What follows belongs to an exercise in optimizing a design on an open flow for small area and a short achievable clock period; a production flow would make more cautious choices.
In this exercise RTL edits were held to simulation tests only and were not proved equivalent to the original.
Power and IR drop assume default switching activity.

==> flow/design.v <==
`timescale 1ns / 1ps
module Processor(
    input wire clk,
    input wire reset,
    input wire [15:0] instruction,
    input wire [31:0] data_in,
    output reg [31:0] pc,
    output wire [9:0] addr,
    output wire [31:0] data_out
    );
function [31:0] rev32(input [31:0] x);
    integer n;
    begin
        for (n = 0; n < 32; n = n + 1) rev32[n] = x[31-n];
    end
endfunction
reg [15:0] i1;
reg [4:0]  op2;
reg [2:0]  a2;
reg [1:0]  c2;
reg [7:0]  v2;
reg        sub2;
reg [31:0] opA, opB;
reg [31:0] res3;
reg [2:0]  d3;
reg        we3, l3, n3;
reg [31:0] R [0:7];
wire isN   = (op2 == 5'd1);
wire isL   = (op2 == 5'd16);
wire isADD = (op2 == 5'd3);
wire isAND = (op2 == 5'd7);
wire isOR  = (op2 == 5'd8);
wire isXOR = (op2 == 5'd9);
wire isNAND= (op2 == 5'd10);
wire isNOR = (op2 == 5'd11);
wire isXNOR= (op2 == 5'd12);
wire isSHR = (op2 == 5'd13);
wire isSRA = (op2 == 5'd14);
wire isSHL = (op2 == 5'd15);
wire isLDC = (op2 == 5'd17);
wire isST  = (op2 == 5'd18);
wire isJA  = (op2 == 5'd19);
wire isJ0  = (op2 == 5'd20);
wire isJC1 = (op2 == 5'd21);
wire isJC2 = (op2 == 5'd22);
wire we    = (op2 >= 5'd3) && (op2 <= 5'd17);
wire [32:0] sum33 = {opA, 1'b1} + {opB ^ {32{sub2}}, sub2};
wire [31:0] sum = sum33[32:1];
wire [31:0] lg = opA & opB;
wire [31:0] lo = opA | opB;
wire [31:0] lx = opA ^ opB;
wire fill = isSRA & opA[31];
wire [31:0] s0 = v2[0] ? {fill, opA[31:1]} : opA;
wire [31:0] s1 = v2[1] ? {{2{fill}}, s0[31:2]} : s0;
wire [31:0] s2 = v2[2] ? {{4{fill}}, s1[31:4]} : s1;
wire [31:0] s3 = v2[3] ? {{8{fill}}, s2[31:8]} : s2;
wire [31:0] s4 = v2[4] ? {{16{fill}}, s3[31:16]} : s3;
wire [31:0] sh = v2[5] ? {32{fill}} : s4;
wire nr = ~reset;
wire [31:0] ex_res =
      ({32{(isADD | sub2) & nr}} & sum)
    | ({32{isAND & nr}}  & lg)
    | ({32{isOR & nr}}   & lo)
    | ({32{isXOR & nr}}  & lx)
    | ({32{isNAND & nr}} & ~lg)
    | ({32{isNOR & nr}}  & ~lo)
    | ({32{isXNOR & nr}} & ~lx)
    | ({32{(isSHR | isSRA) & nr}} & sh)
    | ({32{isSHL & nr}}  & rev32(sh))
    | ({32{isLDC & nr}}  & {opA[31:8], v2});
reg cond_ok;
always @(*) begin
    case (c2)
        2'd0: cond_ok = opA[31];
        2'd1: cond_ok = ~opA[31];
        2'd2: cond_ok = (opA == 32'd0);
        default: cond_ok = (opA != 32'd0);
    endcase
end
wire update_pc = isJA | isJ0 | ((isJC1 | isJC2) & cond_ok);
wire [31:0] pc_new = ({32{isJA}} & opA) | ({32{isJC1}} & opB)
                   | ({32{isJC2}} & {26'd0, v2[5:0]});
assign addr     = {10{isST}} & opA[9:0];
assign data_out = {32{isST}} & opB;
wire [31:0] wb_val = l3 ? data_in : res3;
wire [1:0] cls = i1[15:14];
wire [4:0] f   = i1[13:9];
wire c_alu = (cls == 2'b01);
wire c_ls  = (cls == 2'b10);
wire c_j   = (cls == 2'b11);
wire c_np  = (cls == 2'b00);
wire shft  = (f == 5'd13) | (f == 5'd14) | (f == 5'd15);
wire [2:0] lk = i1[13:11];
wire [1:0] jk = i1[13:12];
wire T_sh   = c_alu & shft;
wire T_alu2 = c_alu & ~shft;
wire r_ldc  = c_ls & (lk == 3'd1);
wire r_st   = c_ls & (lk == 3'd2);
wire r_j0   = c_j & (jk == 2'd0);
wire r_jc1  = c_j & (jk == 2'd2);
wire r_jc2  = c_j & (jk == 2'd3);
wire T_1    = r_ldc | r_j0 | r_jc2;
wire T_2    = r_st | r_jc1;
reg [4:0] rop;
always @(*) begin
    rop = 5'd0;
    case (cls)
        2'b01:
            case (f)
                5'd3, 5'd4: rop = 5'd3;
                5'd5, 5'd6: rop = 5'd5;
                5'd1, 5'd7, 5'd8, 5'd9, 5'd10, 5'd11, 5'd12, 5'd13, 5'd14,
                5'd15, 5'd16, 5'd17, 5'd18, 5'd19, 5'd21, 5'd22: rop = f;
                5'd20: rop = 5'd19;
                default: rop = 5'd0;
            endcase
        2'b10:
            case (lk)
                3'd0: rop = 5'd16;
                3'd1: rop = 5'd17;
                3'd2: rop = 5'd18;
                default: rop = 5'd0;
            endcase
        2'b11:
            case (jk)
                2'd0: rop = 5'd19;
                2'd1: rop = 5'd20;
                2'd2: rop = i1[11] ? 5'd0 : 5'd21;
                default: rop = i1[11] ? 5'd0 : 5'd22;
            endcase
        default: rop = (f == 5'd1) ? 5'd1 : 5'd0;
    endcase
end
wire [2:0] raddr = c_alu ? i1[8:6] : c_ls ? i1[10:8] : 3'd0;
wire [1:0] rcond = c_j ? i1[10:9] : 2'd0;
wire [7:0] rval  = {c_ls ? i1[7:6] : 2'b00, T_alu2 ? 6'd0 : i1[5:0]};
wire [2:0] sA = T_alu2 ? i1[5:3] : (c_ls ? i1[10:8] : (r_j0 ? i1[2:0] : i1[8:6]));
wire [2:0] sB = i1[2:0];
wire mAe = (sA == a2);
wire mAw = (sA == d3);
wire mBe = (sB == a2);
wire mBw = (sB == d3);
wire freeze = isL & (((T_sh | T_1) & mAe) | (T_alu2 & (mAe | mBe))
                   | (T_2 & (mAe | (~mAw & mBe))));
wire fAe = ((T_sh | T_alu2) & mAe & ~isN) | ((T_1 | T_2) & mAe);
wire fBe = (T_alu2 & ~mAe & mBe & ~isN) | (T_2 & ~mAe & ~mAw & mBe);
wire fAw = (T_sh & ~mAe & mAw & (l3 | ~isN))
         | (T_alu2 & ~mAe & ~mBe & mAw & (l3 | ~n3))
         | ((T_1 | T_2) & ~mAe & mAw);
wire fBw = (T_alu2 & ~mAe & ~mBe & ~mAw & mBw & (l3 | ~isN))
         | (T_2 & ~mAe & ~mAw & ~mBe & mBw);
wire [31:0] a_src = fAe ? ex_res : (fAw ? wb_val : R[sA]);
wire [31:0] b_src = fBe ? ex_res : (fBw ? wb_val : R[sB]);
wire rshl = (rop == 5'd15);
wire kill = reset | update_pc;
always @(posedge clk) begin
    if (reset)
        pc <= 32'd0;
    else if (update_pc)
        pc <= pc_new;
    else if (!freeze)
        pc <= pc + 32'd1;
    if (kill)
        i1[15:9] <= 7'b0000001;
    else if (!freeze)
        i1[15:9] <= instruction[15:9];
    if (!freeze)
        i1[8:0] <= instruction[8:0];
    if (kill | freeze) begin
        op2  <= 5'd1;
        a2   <= 3'd0;
        sub2 <= 1'b0;
    end else begin
        op2  <= rop;
        a2   <= raddr;
        sub2 <= (rop == 5'd5);
    end
    c2  <= rcond;
    v2  <= rval;
    opA <= rshl ? rev32(a_src) : a_src;
    opB <= b_src;
    res3 <= ex_res;
    d3   <= (we & nr) ? a2 : 3'd0;
    we3  <= we & nr;
    l3   <= isL & nr;
    n3   <= isN & nr;
end
integer k;
always @(posedge clk) begin
    if (reset) begin
        for (k = 0; k < 8; k = k + 1) R[k] <= 32'd0;
    end else if (we3) begin
        R[d3] <= wb_val;
    end
end
endmodule
==> flow/run.sh <==
#!/bin/bash
# synth_recipe.tcl (not shown) runs the flow's synth.tcl, then flattens the netlist and writes it again
# the make line also repeats each setting of config.mk as NAME=value (left out here)
make -C /OpenROAD-flow-scripts/flow DESIGN_CONFIG=/design/flow/config.mk WORK_HOME=/design/flow/orfs CLKGATE_MAP_FILE= SYNTH_SCRIPT=/design/flow/synth_recipe.tcl finish
==> flow/config.mk <==
export PLATFORM = sky130hd
export DESIGN_NAME = Processor
export DESIGN_NICKNAME = Processor
export VERILOG_FILES = /design/flow/design.v
export SDC_FILE = /design/flow/constraint.sdc
export NUM_CORES = 4
export LEC_CHECK = 0
export CAP_MARGIN = 20
export CORE_MARGIN = 2
export CORE_UTILIZATION = 40
export PLACE_DENSITY = 0.6
export SETUP_SLACK_MARGIN = 2.5
export SLEW_MARGIN = 20
==> flow/constraint.sdc <==
create_clock -name core_clock -period 6.5 [get_ports {clk}]
set_input_delay 1.3000 -clock core_clock [delete_from_list [all_inputs] [get_ports {clk}]]
set_output_delay 1.3000 -clock core_clock [all_outputs]
set_load 0.01 [all_outputs]
==> results of run 1 <==
synth_stat cells (all sizes together), types with 10 or more instances:
cell	instances	area, µm²
nand3	79	395
o21ai	124	624
and2	27	169
nand2b	22	138
mux2	60	751
nor3b	10	75.1
edfxtp	265	7960
a21oi	157	801
ha	101	1260
nand4	28	175
and3	18	113
or3	14	87.6
nand2	298	1120
a2111oi	12	105
a21o	15	113
o221ai	15	131
buf	79	425
a2bb2oi	11	96.3
o22ai	22	138
a221oi	40	357
or2	12	75.1
nor2b	10	62.6
o31ai	14	119
nor2	440	1650
xnor2	23	209
nor4	24	150
clkbuf	154	578
dfxtp	163	3260
nor3	100	500
a221o	19	190
o211ai	29	223
mux4	117	2640
a22oi	34	255
mux2i	196	1960
a211oi	26	195
a31oi	16	115
inv	106	398
xor2	42	368
cells in the final DEF (no fill, tap or decap), drive strengths merged, types with 27 or more instances in the layout:
cell type	count
and2	27
nor3	100
a21oi	157
a221oi	40
mux2	60
o21ai	124
buf	72
clkdlybuf4s50	122
mux2i	196
nand3	79
o211ai	29
nand4	28
nor2	440
xor2	42
dfxtp	163
a22oi	34
mux4	117
clkbuf	56
nand2	298
ha	101
edfxtp	265
inv	109
worst max-delay path, cell delays in order, from the launching register on:
cell	delay, ns
dfxtp_1	0.73
inv_1	0.24
or3_1	0.42
maj3_1	0.35
o21ai_1	0.14
a31oi_1	0.08
or3b_2	0.64
a221oi_1	0.88
a41oi_1	0.10
o221a_2	0.32
report_power, final:
group | internal [mW] | leakage, nW | switching, mW
sequential | 3.09 | 4.10 | 0.420
clock | 1.60 | 0.772 | 1.18
combinational | 0.925 | 7.69 | 1.64
stage by stage:
| step | hold slack [ns] | utilization |
|---|---|---|
| CTS | 0.541 | 0.457 |
| finish | 0.539 | 0.459 |
| detailed placement | 0.523 | 0.434 |
| floorplan | 0.450 | - |
| global placement | 0.519 | 0.434 |
| global route | 0.559 | 0.459 |
final cells by class:
cell class	instances	area, µm²	share of cell area
inverter	106	398	0.0121
multi-input combinational	2278	16700	0.507
sequential	428	11200	0.342
clock buffer	56	1260	0.0384
clock inverter	31	347	0.0105
timing repair buffer	194	1790	0.0543
tap	950	1190	0.0361
repair_timing:
item                                    4_1_cts  5_1_grt
gates resized for setup                      17       24
setup buffers                                 0        0
endpoints found under the hold margin         0        0
endpoints found under the setup margin      163      133
pin swaps                                     0        1
gates cloned                                  1        1
metal layers:
metal  GRT usage  share of wire  up-vias
met3      0.0527          0.087      299
met5           0              0        -
met1       0.398           0.40    12814
met4       0.143          0.052        0
li1            -              -    11347
met2       0.486           0.46     1422
kinds of logic after synthesis:
kind of cell               Yosys count
muxes                              373
and+or+nand+nor                   1115
adders and majority gates          102
AOI/OAI and AO/OA                  621
DFF                                428
xor gates and xnor gates            65
buffers and inverters              339
registers in the layout, summed over array words and instances (netlist names), named ones only:
register  cells
R           256
a2            3
c2            2
d3            3
i1           16
l3            1
n3            1
op2           5
opA          32
opB          32
pc           32
res3         32
sub2          1
v2            8
we3           1
how the worst max path moves through the flow:
stage,to,from,cells after the start
2_1_floorplan,R[7][0],reset,7
3_3_place_gp,opA[31],i1[14],10
3_5_place_dp,opB[22],i1[14],10
4_1_cts,data_out[15],op2[3],3
5_1_grt,pc[19],i1[14],11
6_report,pc[14],opA[31],9
==> notes.md, run 1 <==
* Seq cells post-synth at 428
* Mux cell area share after synthesis at 0.184
* GRT Util Overall at 0.303
* Seq/Total Area, Yosys at 0.386
* FFs w/ async S/R, synth at 0
* Clock slew at reported path FFs at 0.07 ns
* GPL Wtd Cong at 1.06
* Critical Path AT at around 4.5 ns
* Largest family of logic cells by synthesized area: multiplexers
* Library cells used by synthesis at 93
* Synthesized cell area at around 29000 µm²
* WL/cell at just under 30 µm
* Root Driver: clkbuf_16
* Die H at approximately 270 µm
* EDFF count, synth at 265
* Global-route wire length before repair at 169 mm
* Final setup margin at 2.48 ns
* # IOs at 124
* I/O Buffers at 123
* Worst reg2reg path startpoint: opA[31]
* Complex-gate fraction of the synthesized area at 0.146
* Routed vias/inst at about 6.4
* Worst Tran Pin Value at 1.14 ns
* CTS HTree Levels at 2
* Initial antenna violation count at 1
* Core area at 71700 µm²
* Detail Route Antenna Nets at 0
* Crit Path Category: flop to flop
* P_leak at 12.6 nW
* RSZ-0062 raised after global routing: true
* Layout cells sized above 1 at 0.133
* Pwr dens at 269 nW/µm²
* Post-route clock period utilization at 0.618
* Placed insts at 3951
* Syn_area_per_cell at 9.55 µm²
* Worst hold path type: flop to flop
* Synth Area in Adders at 0.0438
* Reg2Reg Setup Slack at 2.48 ns
* Max VDD drop at 184 µV
* Max Cap Viol at 0
* Vias at 25882
* Clk sinks at 428
* Hold_buf cts at 0
* Crit path time final at 4.02 ns
* Num rows at between 90 and 100
* Die area at 74800 µm²
* DR DRC count at 0
* Hold_sp: pc[6]
* Iteration-0 DRC Markers at 3313
* Hold Crit Depth at 2
* Hold EP: pc[6]
* Data required, critical path at between 6 and 7 ns
* Xor/xnor share of the synthesized area at 0.0198
* Max-slew violations at 0
* Worst setup SP type: flop
* CTS max path bufs at 3
* NumNets Final at 3206
* Final Setup Violations at 0
* DP HPWL at 81.7 mm
* Worst skew pair latency at 0.61 ns
* Hold Vio Cnt, Final at 0
* FF-to-FF path depth at 9
* Final Skew at 0.0428 ns
* Largest net degree at the start of global routing at 65
* Filler instances at 6744
* YS warnings at 1
* Top_reg_cell synth: edfxtp_1
* CTS buffer count at 47
* Highest net fanout along the worst path at 10
* WL final at roughly 120 mm
* Initial core utilization at 0.405
* Diode count at 0
* Cells after Synth at 3043
* Layout Cell Area excl Fill at 32900 µm²
* Die X-Extent at 274 µm
* Worst slack, placed at just under 2 ns
* Post-DP Area at roughly 31000 µm²
* Iteration count of the initial detailed-routing pass at 7
* Non-Filler Instances at 4043
* Total power at slightly below 9 mW
* Reg-to-reg endpoint: pc[14]
* Layout area overhead at 13.2%
* Fmax at between 0.2 and 0.25 GHz
* Post-Route Setup TNS at 0 ns
* Status: finished clean
* Slew headroom at 0.218
* GRT overflow at 0
* Endpoint class of the critical path: flop
* Vias in the first global route at between 20000 and 30000
* CTS tree: done
* Post-synthesis simple-gate area fraction at 0.172
* Post-synth net total at 3194
==> run 2: changes to the inputs <==
--- a/flow/config.mk
+++ b/flow/config.mk
@@ -9,5 +9,4 @@
 export CORE_MARGIN = 2
 export CORE_UTILIZATION = 40
 export PLACE_DENSITY = 0.6
-export SETUP_SLACK_MARGIN = 2.5
 export SLEW_MARGIN = 20
==> run 2 against run 1 <==
Non-clock buffer count decreased by 1. Synthesized area unchanged. Utilization decreased by 0.22 points. Combinational power about the same. Clock skew decreased by 0.0042 ns. Largest power group unchanged.
==> notes.md, run 2 <==
* Reg2Reg Setup Slack at 1.90 ns (-0.58 ns)
* CTS HTree Levels at 2 (unchanged)
* Seq cells post-synth at 428 (unchanged)
* Final setup margin at 1.90 ns (-0.579 ns)
* EDFF count, synth at 265 (unchanged)
* Reg-to-reg endpoint: opB[22]
* Num rows at 98 (unchanged)
* Largest stage delay, worst path at 0.79 ns (-0.09 ns)
* Routed vias/inst at 6.38 (-0.36%)
* Slowest cell on crit path: dfxtp_1
* Final Skew at 0.0385 ns (-0.00424 ns)
* Core area at 71700 µm² (unchanged)
* Max VDD drop at 183 µV (-0.91%)
* Hold Crit Depth at 1 (-1)
* FFs w/ async S/R, synth at 0 (unchanged)
* Clk sinks at 428 (unchanged)
* Crit Path Category: flop to flop
* Clock slew at reported path FFs at 0.07 ns (about the same)
* Root Driver: clkbuf_16
* Number of post-CTS setup repair buffers at 0 (unchanged)
* Worst skew pair latency at 0.61 ns (about the same)
* Data required, critical path at 7.02 ns (+0.03 ns)
* Initial core utilization at 0.405 (unchanged)
* CTS buffer count at 47 (unchanged)
* Endpoint class of the critical path: flop
* Cells after Synth at 3043 (unchanged)
* Vias at 25770 (-0.43%)
* Global-route wire length before repair at 168 mm (-0.44%)
* # IOs at 124 (unchanged)
* Most common cell after layout, fill and taps aside: nor2_1
* Post-synth top area cell: edfxtp_1
* Die H at 274 µm (unchanged)
* Count of cells resized by post-cts repair at 0 (-17)
* Worst Tran Pin Value at 1.11 ns (-0.0329 ns)
* Synth top area share at 0.274 (unchanged)
* Post-DP Area at 31100 µm² (unchanged)
* Iteration count of the initial detailed-routing pass at 6 (-1)
* Max FFs per register at 256 (unchanged)
* YS warnings at 1 (unchanged)
* Most frequent cells in the layout: nor2_1 (435), nand2_1 (295), edfxtp_1 (265)
* I/O Buffers at 123 (unchanged)
* Hold_sp: a2[0]
* FF-to-FF path depth at 10 (+1)
* Die area at 74800 µm² (unchanged)
* Initial antenna violation count at 1 (unchanged)
* CP Cell Sequence: nor2b_1, o211ai_2, o31ai_4, buf_4, xnor2_1, and2_1, a221oi_2, nand2_2, mux2_1, mux2i_1
* Top_reg_cell synth: edfxtp_1
* Critical Path AT at 5.12 ns (+0.61 ns)
* RSZ-0062 raised after global routing: false
* Fmax at 0.218 GHz (-13%)
* Hold slack at 0.536 ns (-0.00314 ns)
* CTS tree: done
* Worst setup SP type: flop
* Synthesized cell area at 29100 µm² (unchanged)
* Synth cell count leaders: nor2_1 (439), nand2_1 (298), edfxtp_1 (265)
* Synth top area cells: edfxtp_1 (27%), dfxtp_1 (11%), mux4_2 (9.1%)
* NumNets Final at 3203 (-0.094%)
* Library cells used by synthesis at 93 (unchanged)
* Largest net degree at the start of global routing at 65 (unchanged)
* Detail Route Antenna Nets at 0 (unchanged)
* Hold EP: d3[0]
* Vias in the first global route at 24973 (-0.23%)
* Layout area overhead at 12.7%
* Worst reg2reg path startpoint: i1[14]
* Iteration-0 DRC Markers at 3120 (-5.8%)
* WL/cell at 28.7 µm (-0.83%)
* DP HPWL at 81.7 mm (unchanged)
* Syn_area_per_cell at 9.55 µm² (unchanged)
* Final Setup Violations at 0 (unchanged)
* Largest Register: R
* Max-slew violations at 0 (unchanged)
* Hold Vio Cnt, Final at 0 (unchanged)
* Hold_buf cts at 0 (unchanged)
* Max Cap Viol at 0 (unchanged)
* Slew headroom at 0.240 (+0.0225)
* P_leak at 12.5 nW (-0.51%)
* Layout cells sized above 1 at 0.125 (-0.00796)
* Crit path time final at 4.60 ns (+0.579 ns)
* Seq/Total Area, Yosys at 0.386 (unchanged)
* Worst slack, placed at 1.99 ns (unchanged)
* Pwr dens at 270 nW/µm² (+0.23%)
* Diode count at 0 (unchanged)
* Post-synth net total at 3194 (unchanged)
* GRT overflow at 0 (unchanged)
* DR DRC count at 0 (unchanged)
* Post-Route Setup TNS at 0 ns (unchanged)
* Die X-Extent at 274 µm (unchanged)
* Total power at 8.83 mW (-0.26%)
* WL final at 116 mm (-0.90%)
* Count leader, synth: nor2_1
* CTS max path bufs at 3 (unchanged)
* Worst hold path type: flop to flop
* GPL Wtd Cong at 1.06 (unchanged)
* GRT Util Overall at 0.302 (-0.00159)
* Layout Cell Area excl Fill at 32800 µm² (-0.49%)
* Post-route clock period utilization at 0.707 (+0.0890)
* Highest net fanout along the worst path at 35 (+25)
* Status: finished clean
-- run 2: cell counts after synthesis --
No cell type changed its count.
-- run 2: worst max-delay path by stage --
stage | from | to | slack (ns) | depth (start not counted)
finish | i1[14] | opB[22] | 1.90 | 10
global route | i1[14] | opB[22] | 1.60 | 10
CTS | i1[14] | opB[22] | 1.97 | 10
detailed placement | i1[14] | opB[22] | 1.99 | 10
global placement | i1[14] | opA[31] | 1.73 | 10
floorplan | reset | R[7][0] | 2.85 | 7
-- run 2: logic make-up after synthesis --
family | after synthesis | share of synthesized area
flip-flops | 428 | 0.386
AO/OA/AOI/OAI | 621 | 0.146
XOR/XNOR | 65 | 0.0198
AND/OR/NAND/NOR | 1115 | 0.172
adder cells (fa/ha/maj) | 102 | 0.0438
multiplexers | 373 | 0.184
buffers and inverters | 339 | 0.0482
-- run 2: report_power, final --
group	internal (mW)	switching [mW]
registers	3.09	0.416
logic	0.919	1.63
clock network	1.60	1.18
-- run 2: critical path: cells and delay by family, from the launching register on --
family / cells / cell delay, ns
buf+inv: 1 / 0.42
mux: 2 / 0.79
simple gates: 3 / 1.53
xor+xnor: 1 / 0.17
compound gates: 3 / 0.79
flops: 1 / 0.79
-- run 2: final cells by class --
class	count	area [µm²]
fillers	6755	39000
flip-flops and latches	428	11200
inverters	106	398
clock buffers	56	1260
repair buffers	193	1770
clock inverters	31	347
multi-input cells	2276	16600
well taps	950	1190
-- run 2: stage by stage --
step                utilization  std cells
global placement          0.434       3951
CTS                       0.456       4038
detailed placement        0.434       3951
finish                    0.457       4040
floorplan                     -       3043
global route              0.457       4040
-- run 2: routing by layer --
layer	GRT usage	vias up	wire length, µm
met1	0.396	12719	46200
met5	0	-	0
li1	-	11337	-
met2	0.485	1412	53300
met4	0.138	0	5990
met3	0.0531	302	10400
==> run 3: changes to the inputs <==
--- a/flow/config.mk
+++ b/flow/config.mk
@@ -5,6 +5,7 @@
 export SDC_FILE = /design/flow/constraint.sdc
 export NUM_CORES = 4
 export LEC_CHECK = 0
+export ABC_CLOCK_PERIOD_IN_PS = 3000
 export CAP_MARGIN = 20
 export CORE_MARGIN = 2
 export CORE_UTILIZATION = 40
==> run 3 against run 2 <==
Still clean. Wire length is the same. Total power did not move. Register-to-register slack is essentially flat. Clock skew is the same. Count of clock-buffer cells in the layout unchanged. Clock power about the same. Critical endpoint unchanged. Largest cell class unchanged.
==> notes.md, run 3 <==
* Status: finished clean
* Layout area overhead at 12.7% (unchanged)
* Hold_buf cts at 0 (unchanged)
* I/O Buffers at 123 (unchanged)
* Most common cell after layout, fill and taps aside: nor2_1
* P_leak at 12.5 nW (unchanged)
* Pwr dens at 270 nW/µm² (unchanged)
* CTS buffer count at 47 (unchanged)
* Max-slew violations at 0 (unchanged)
* Seq/Total Area, Yosys at 0.386 (unchanged)
* Core area at 71700 µm² (unchanged)
* Combinational power share at 0.288 (about the same)
* Number of buffers and inverters on the critical path at 1 (unchanged)
* Final Setup Violations at 0 (unchanged)
* Seq cells post-synth at 428 (unchanged)
* Crit path time final at 4.60 ns (unchanged)
* FF-to-FF path depth at 10 (unchanged)
* YS warnings at 1 (unchanged)
* Count of cells resized by post-cts repair at 0 (unchanged)
* Flop pwr share at 0.397 (about the same)
* Worst Tran Pin Value at 1.11 ns (unchanged)
* Die area at 74800 µm² (unchanged)
* Endpoint class of the critical path: flop
* Post-synth net total at 3194 (unchanged)
* Most frequent cells in the layout: nor2_1 (435), nand2_1 (295), edfxtp_1 (265)
* GPL Wtd Cong at 1.06 (unchanged)
* Largest net degree at the start of global routing at 65 (unchanged)
* Routed vias/inst at 6.38 (unchanged)
* Root Driver: clkbuf_16
* Slew headroom at 0.240 (unchanged)
* WL final at 116 mm (unchanged)
* WL/cell at 28.7 µm (unchanged)
* Vias in the first global route at 24973 (unchanged)
* Initial antenna violation count at 1 (unchanged)
* Diode count at 0 (unchanged)
* Global-route wire length before repair at 168 mm (unchanged)
* Synth top area share at 0.274 (unchanged)
* Max Cap Viol at 0 (unchanged)
* Syn_area_per_cell at 9.55 µm² (unchanged)
* Largest Register: R
* Detail Route Antenna Nets at 0 (unchanged)
* Layout Cell Area excl Fill at 32800 µm² (unchanged)
* DP HPWL at 81.7 mm (unchanged)
* Num rows at 98 (unchanged)
* Number of post-CTS setup repair buffers at 0 (unchanged)
* Critical Path AT at 5.12 ns (about the same)
* Fmax at 0.218 GHz (unchanged)
* RSZ-0062 raised after global routing: false
* Die H at 274 µm (unchanged)
* NumNets Final at 3203 (unchanged)
* Iteration-0 DRC Markers at 3120 (unchanged)
* Iteration count of the initial detailed-routing pass at 6 (unchanged)
* Max VDD drop at 183 µV (unchanged)
* Cells after Synth at 3043 (unchanged)
* Slowest cell on crit path: dfxtp_1
* Data required, critical path at 7.02 ns (about the same)
* Library cells used by synthesis at 93 (unchanged)
* Max FFs per register at 256 (unchanged)
* Sw Ratio at 0.365 (unchanged)
* Sw Pwr at 3.22 mW (unchanged)
* CTS tree: done
* Synth top area cells: edfxtp_1 (27%), dfxtp_1 (11%), mux4_2 (9.1%)
* Worst path depth at 10 (unchanged)
* Post-synth top area cell: edfxtp_1
* CTS max path bufs at 3 (unchanged)
* Synth cell count leaders: nor2_1 (439), nand2_1 (298), edfxtp_1 (265)
* Post-Route Setup TNS at 0 ns (unchanged)
* Hold Crit Depth at 1 (unchanged)
* CTS HTree Levels at 2 (unchanged)
* Initial core utilization at 0.405 (unchanged)
* Cell family with most CP delay: simple AND/OR/NAND/NOR gates
* Top_reg_cell synth: edfxtp_1
* Worst skew pair latency at 0.61 ns (about the same)
* DR DRC count at 0 (unchanged)
* Int Power at 5.61 mW (unchanged)
* Die X-Extent at 274 µm (unchanged)
* Crit Path Category: flop to flop
* Hold Vio Cnt, Final at 0 (unchanged)
* Post-route clock period utilization at 0.707 (unchanged)
* Largest stage delay, worst path at 0.79 ns (about the same)
* Synthesized cell area at 29100 µm² (unchanged)
* Highest net fanout along the worst path at 35 (unchanged)
* Worst hold path type: flop to flop
* Count leader, synth: nor2_1
* GRT Util Overall at 0.302 (unchanged)
* GRT overflow at 0 (unchanged)
* Layout cells sized above 1 at 0.125 (unchanged)
* Clock slew at reported path FFs at 0.07 ns (about the same)
* Clock network fraction of design power at 0.315 (about the same)
* EDFF count, synth at 265 (unchanged)
* Worst setup SP type: flop
* Post-DP Area at 31100 µm² (unchanged)
* Vias at 25770 (unchanged)
* Clk sinks at 428 (unchanged)
* CP Cell Sequence: nor2b_1, o211ai_2, o31ai_4, buf_4, xnor2_1, and2_1, a221oi_2, nand2_2, mux2_1, mux2i_1
* FFs w/ async S/R, synth at 0 (unchanged)
* # IOs at 124 (unchanged)
* Final Skew at 0.0385 ns (unchanged)
[run 3: cell counts after synthesis]
Identical to the previous run, type by type.
[run 3: power groups by stage]
stage | logic [mW] | clock network (mW) | registers (mW)
after floorplan | 1.72 | 0 | 3.29
after global placement | 2.45 | 0 | 3.53
after detailed placement | 2.46 | 0 | 3.53
after CTS | 2.48 | 2.82 | 3.47
after global routing | 2.72 | 2.93 | 3.50
final | 2.55 | 2.78 | 3.50
[run 3: routing by layer]
layer / up-vias / global-route usage / part of all wire
met1: 12719 / 0.396 / 0.40
met2: 1412 / 0.485 / 0.46
met4: 0 / 0.138 / 0.052
met3: 302 / 0.0531 / 0.090
li1: 11337 / - / -
met5: - / 0 / 0
[run 3: worst paths after layout]
| check | from | to | slack [ns] |
|---|---|---|---|
| max | i1[14] | opB[22] | 1.90 |
| min | a2[0] | d3[0] | 0.54 |
| max reg2reg | i1[14] | opB[22] | 1.90 |
| min reg2reg | a2[0] | d3[0] | 0.54 |
[run 3: cell type report]
type | instances | area, µm²
timing repair buffer | 193 | 1770
clock inverter | 31 | 347
clock buffer | 56 | 1260
inverter | 106 | 398
tap | 950 | 1190
multi-input combinational | 2276 | 16600
sequential | 428 | 11200
fill | 6755 | 39000
[run 3: worst reg2reg max path: cells and delay by family, from the launching register on]
family | cells | cell delay, ns
simple gates | 3 | 1.54
compound gates | 3 | 0.80
mux | 2 | 0.80
flops | 1 | 0.79
buf+inv | 1 | 0.42
xor+xnor | 1 | 0.18
[run 3: logic make-up (layout without fill, tap and decap cells)]
family,count (synthesis),count (layout),share of synthesized area
AO/OA/AOI/OAI,621,621,0.146
XOR/XNOR,65,65,0.0198
adder cells (fa/ha/maj),102,102,0.0438
buffers and inverters,339,386,0.0482
flip-flops,428,428,0.386
multiplexers,373,373,0.184
AND/OR/NAND/NOR,1115,1115,0.172
[run 3: stage by stage]
step / worst slack (ns) / util / total power, mW / std cells / hold WS [ns]
detailed placement: 1.99 / 0.434 / 5.99 / 3951 / 0.523
global placement: 1.73 / 0.434 / 5.98 / 3951 / 0.519
floorplan: 2.85 / - / 5.00 / 3043 / 0.450
finish: 1.90 / 0.457 / 8.83 / 4040 / 0.536
CTS: 1.97 / 0.456 / 8.77 / 4038 / 0.541
global route: 1.60 / 0.457 / 9.15 / 4040 / 0.559

## re-timing with driven ports
In the flow no input, the clock included, has a driving cell. The finished layouts below were timed again as built, in two steps.
Step 1 sets driving cells, clkbuf_16 on the clock port and buf_2 on the other inputs (assumed; they add their load-dependent delay and slew).
Step 2 times the ports against the registers' clock, not the clock port: input delays grow and output delays shrink by t, the midpoint of the rising clock arrivals with the driver on.
Slacks: ideal ports / drivers / drivers and shift; pairs: ideal ports / drivers.
run	t, ns	setup slack, ns	pins driven straight from the clock port
run 1	0.653	2.481 / 2.481 / 1.934	1
run 2	0.653	1.902 / 1.902 / 1.902	1
run 3	0.653	1.902 / 1.902 / 1.902	1
After both steps every run listed still meets setup and hold. The setup slack of run 1, which loses most, moves by 0.000 ns with the drivers and by -0.547 ns with both steps.
